Context: an optimization exercise on an open-source flow, tuned for a short achievable clock period and few clock cycles. The choices shown serve that exercise and are no tape-out recipe.
Function was checked by simulation only, so behaviour that the tests miss may differ from the original.
Power is estimated from default activity; no workload was simulated.

lagoon:
## core
module core(input wire I_clk,
    input wire I_reset,
    input wire I_irq_active,
    input wire MEM_ready,
    input wire[15:0] MEM_data_in,
    input wire MEM_data_ready,
    output reg O_irq_ack,
    output reg MEM_exec,
    output reg MEM_write,
    output reg[1:0] MEM_size,
    output reg[15:0] MEM_addr,
    output reg[15:0] MEM_data_out);
export LEC_CHECK = 0
export ABC_CLOCK_PERIOD_IN_PS = 2400
export CAP_MARGIN = 20
export CORE_MARGIN = 2
export CORE_UTILIZATION = 40
export SETUP_SLACK_MARGIN = 4.6
export SLEW_MARGIN = 20
export TNS_END_PERCENT = 100
create_clock -name core_clock -period 7.0 [get_ports {I_clk}]
run.sh (not shown) runs the stock make flow with config.mk's settings and CLKGATE_MAP_FILE= SYNTH_SCRIPT=/design/flow/synth_recipe.tcl, a recipe that flattens the netlist after the stock synthesis.
Completing all stages was not enough for lagoon: its layout failed the final checks because of max-capacitance violations, max-slew violations.
Testbench counts of lagoon, summed over its fixed seeds: cycles 94,731.
Setup changes, lagoon to harbor
--- a/flow/design.v
+++ b/flow/design.v
@@ -233,36 +233,36 @@
 wire [15:0] vec = APP + {irqn[14:0], 1'b0};
 wire rt_hit = redirect_br && br_rel && hc_rel;
 wire [15:0] rt_cd = cd_rel;
 wire [15:0] rtgt = redirect_reti ? ld_q : irq_vec_go ? vec : br_tgt;
 wire [15:0] npc2;
 add16 add_npc2(.a(npc), .b(16'd2), .ci(1'b0), .s(npc2));
 wire irq_take = mode == M_RUN && ie && irq_q && x_free && !redirect;
 wire kill = redirect || irq_take;
 wire o_live = o_v && o_kind == OK_FETCH;
 wire fc = MEM_data_ready && o_live;
-wire ch = mode == M_RUN && hit && !o_live && !ib_cnt[1];
+wire ch = mode == M_RUN && hit && !o_live && ib_cnt != 2'd2;
 wire d_adv = d_v && x_free && !hazard && !kill;
 wire d_free = !d_v || (x_free && !hazard);
-wire d_load = (!d_v || d_adv) && !kill && mode == M_RUN && (ib_cnt[0] || fc || ch);
+wire d_load = (!d_v || d_adv) && !kill && mode == M_RUN && (ib_cnt != 2'd0 || fc || ch);
 wire [15:0] new_instr = fc ? MEM_data_in : cdata;
-wire [15:0] d_src = ib_cnt[0] ? (ib_rp ? ib1 : ib0) : new_instr;
+wire [15:0] d_src = (ib_cnt != 2'd0) ? (ib_rp ? ib1 : ib0) : new_instr;
 wire [3:0] sop = d_src[15:12];
 wire sm = d_src[8];
 wire s_uses_a = !(sop == LOAD || (sop == JMP && !sm) || (sop == SPECIAL && d_src[2:0] != 3'b100) || sop == 4'hF);
 wire s_uses_b = ((sop == ADD || sop == SUB) && !d_src[0]) ||
                 ((sop == OR || sop == AND || sop == XOR) && !sm) ||
                 sop == WRITE || sop == CMP || (sop == JMPC && !sm) ||
                 (sop == STACK && !sm && !d_src[0]);
-wire ib_pop = d_load && ib_cnt[0];
-wire ib_keep = (fc || ch) && !(d_load && !ib_cnt[0]);
-wire fetch_ok = !ib_cnt[1] && !(ib_cnt[0] && o_live);
+wire ib_pop = d_load && ib_cnt != 2'd0;
+wire ib_keep = (fc || ch) && !(d_load && ib_cnt == 2'd0);
+wire fetch_ok = ({1'b0, ib_cnt} + {2'b0, o_live}) <= 3'd1;
 wire [15:0] maddr, sum_d, sp_d, tgt_d, tgt_d2;
 add16 add_maddr(.a(A), .b(moff), .ci(1'b0), .s(maddr));
 add16 add_sum(.a(A), .b(bop), .ci(cin), .s(sum_d));
 add16 add_sp(.a(A), .b(is_push ? 16'hFFFE : 16'h0002), .ci(1'b0), .s(sp_d));
 wire [15:0] d_off = (dop == JMP) ? {{8{d_ir[7]}}, d_ir[7:0]} : {{11{d_ir[4]}}, d_ir[4:0]};
 add16 add_tgt(.a(d_pc), .b(d_off), .ci(1'b0), .s(tgt_d));
 add16 add_tgt2(.a(d_pc2), .b(d_off), .ci(1'b0), .s(tgt_d2));
 wire [15:0] wdata = (is_push && x_ir[0]) ? x_pc : B;
 wire dreq = x_first && is_memop;
 wire eq = A == B;
@@ -425,22 +425,25 @@
         if (fc || ch) begin
             if (ib_wp) ib1 <= new_instr;
             else       ib0 <= new_instr;
         end
         if (kill) begin
             ib_cnt <= 2'd0;
             ib_wp <= 1'b0;
             ib_rp <= 1'b0;
         end
         else begin
-            ib_cnt[0] <= (ib_keep && !ib_pop) || (ib_cnt[0] && !(ib_pop && !ib_keep)) || ib_cnt[1];
-            ib_cnt[1] <= (ib_keep && !ib_pop && ib_cnt[0]) || (ib_cnt[1] && !(ib_pop && !ib_keep));
+            case ({ib_keep, ib_pop})
+                2'b10: ib_cnt <= ib_cnt + 2'd1;
+                2'b01: ib_cnt <= ib_cnt - 2'd1;
+                default: ;
+            endcase
             if (ib_keep) ib_wp <= !ib_wp;
             if (ib_pop) ib_rp <= !ib_rp;
         end
         if (redirect)
             npc <= rtgt;
         else if (irq_take)
             npc <= d_v ? d_pc : npc;
         else if (d_load)
             npc <= npc2;
         if (d_free) begin
Findings:
harbor finished every stage and its layout cleared the timing, design-rule and antenna checks.
Between lagoon and harbor, the flow reports total power increasing by more than a quarter.
Met2 layer wire length in the routed design in harbor vs lagoon: down about 0.3%
Going from lagoon to harbor, the area after synthesis was found to have gone down by about 0.35%.
Sequential share of layout area up 0.55 points in harbor wrt lagoon
Clock skew delta for harbor relative to lagoon: 0.043 ns lower
harbor ended up with d_rmb[7]$_SDFFE_PP0P_ as its endpoint of the most critical setup path; lagoon ended up with d_rma[3]$_SDFFE_PP0P_.
Setup slack at placement: harbor < lagoon
Changes observed in harbor relative to lagoon: average cell area after synthesis increased by about 1.3% relative to the old numbers; worst-margin pin slew decreased by 0.59 ns relative to the old numbers.
Compared with lagoon, in harbor total instance count after detailed placement dropped 123; clock buffer count in the final layout dropped about 7%; aggregate routed wire length climbed 1.0 mm.
Diff lagoon -> harbor | synthesized instance count | down slightly
Iteration-0 DRC count of the detailed router, harbor and lagoon, higher one = lagoon.
Via count of the routed design of harbor is on par with lagoon.
Testbench counts of harbor, summed over its fixed seeds: cycles 94,731.

==> port drivers added, routing unchanged <==
Ports are ideal in the flow. The routed layouts listed here were re-timed in OpenROAD. Step 1 (the two cells are an assumption about what drives the block):
set clk [get_ports {I_clk}]
set_driving_cell -lib_cell sky130_fd_sc_hd__clkbuf_16 $clk
set_driving_cell -lib_cell sky130_fd_sc_hd__buf_2 [delete_from_list [all_inputs] $clk]
Step 2 also shifts input and output timing later by t, the mid clock arrival at the registers, as if the neighbouring blocks saw the same clock. a / b / c = no drivers / after step 1 / after step 2; a / b = the first two.
| run | shift t [ns] | setup WS [ns] | worst setup path after step 2 | latest minus earliest clock arrival (ns) |
|---|---|---|---|---|
| lagoon | 0.872 | 3.928 / 3.872 / 3.000 | input to register | 0.088 / 0.088 |
| harbor | 0.847 | 3.992 / 3.908 / 3.061 | input to register | 0.045 / 0.044 |
The setup slack of harbor, which loses most, moves by -0.084 ns with the drivers and by -0.931 ns with both steps.
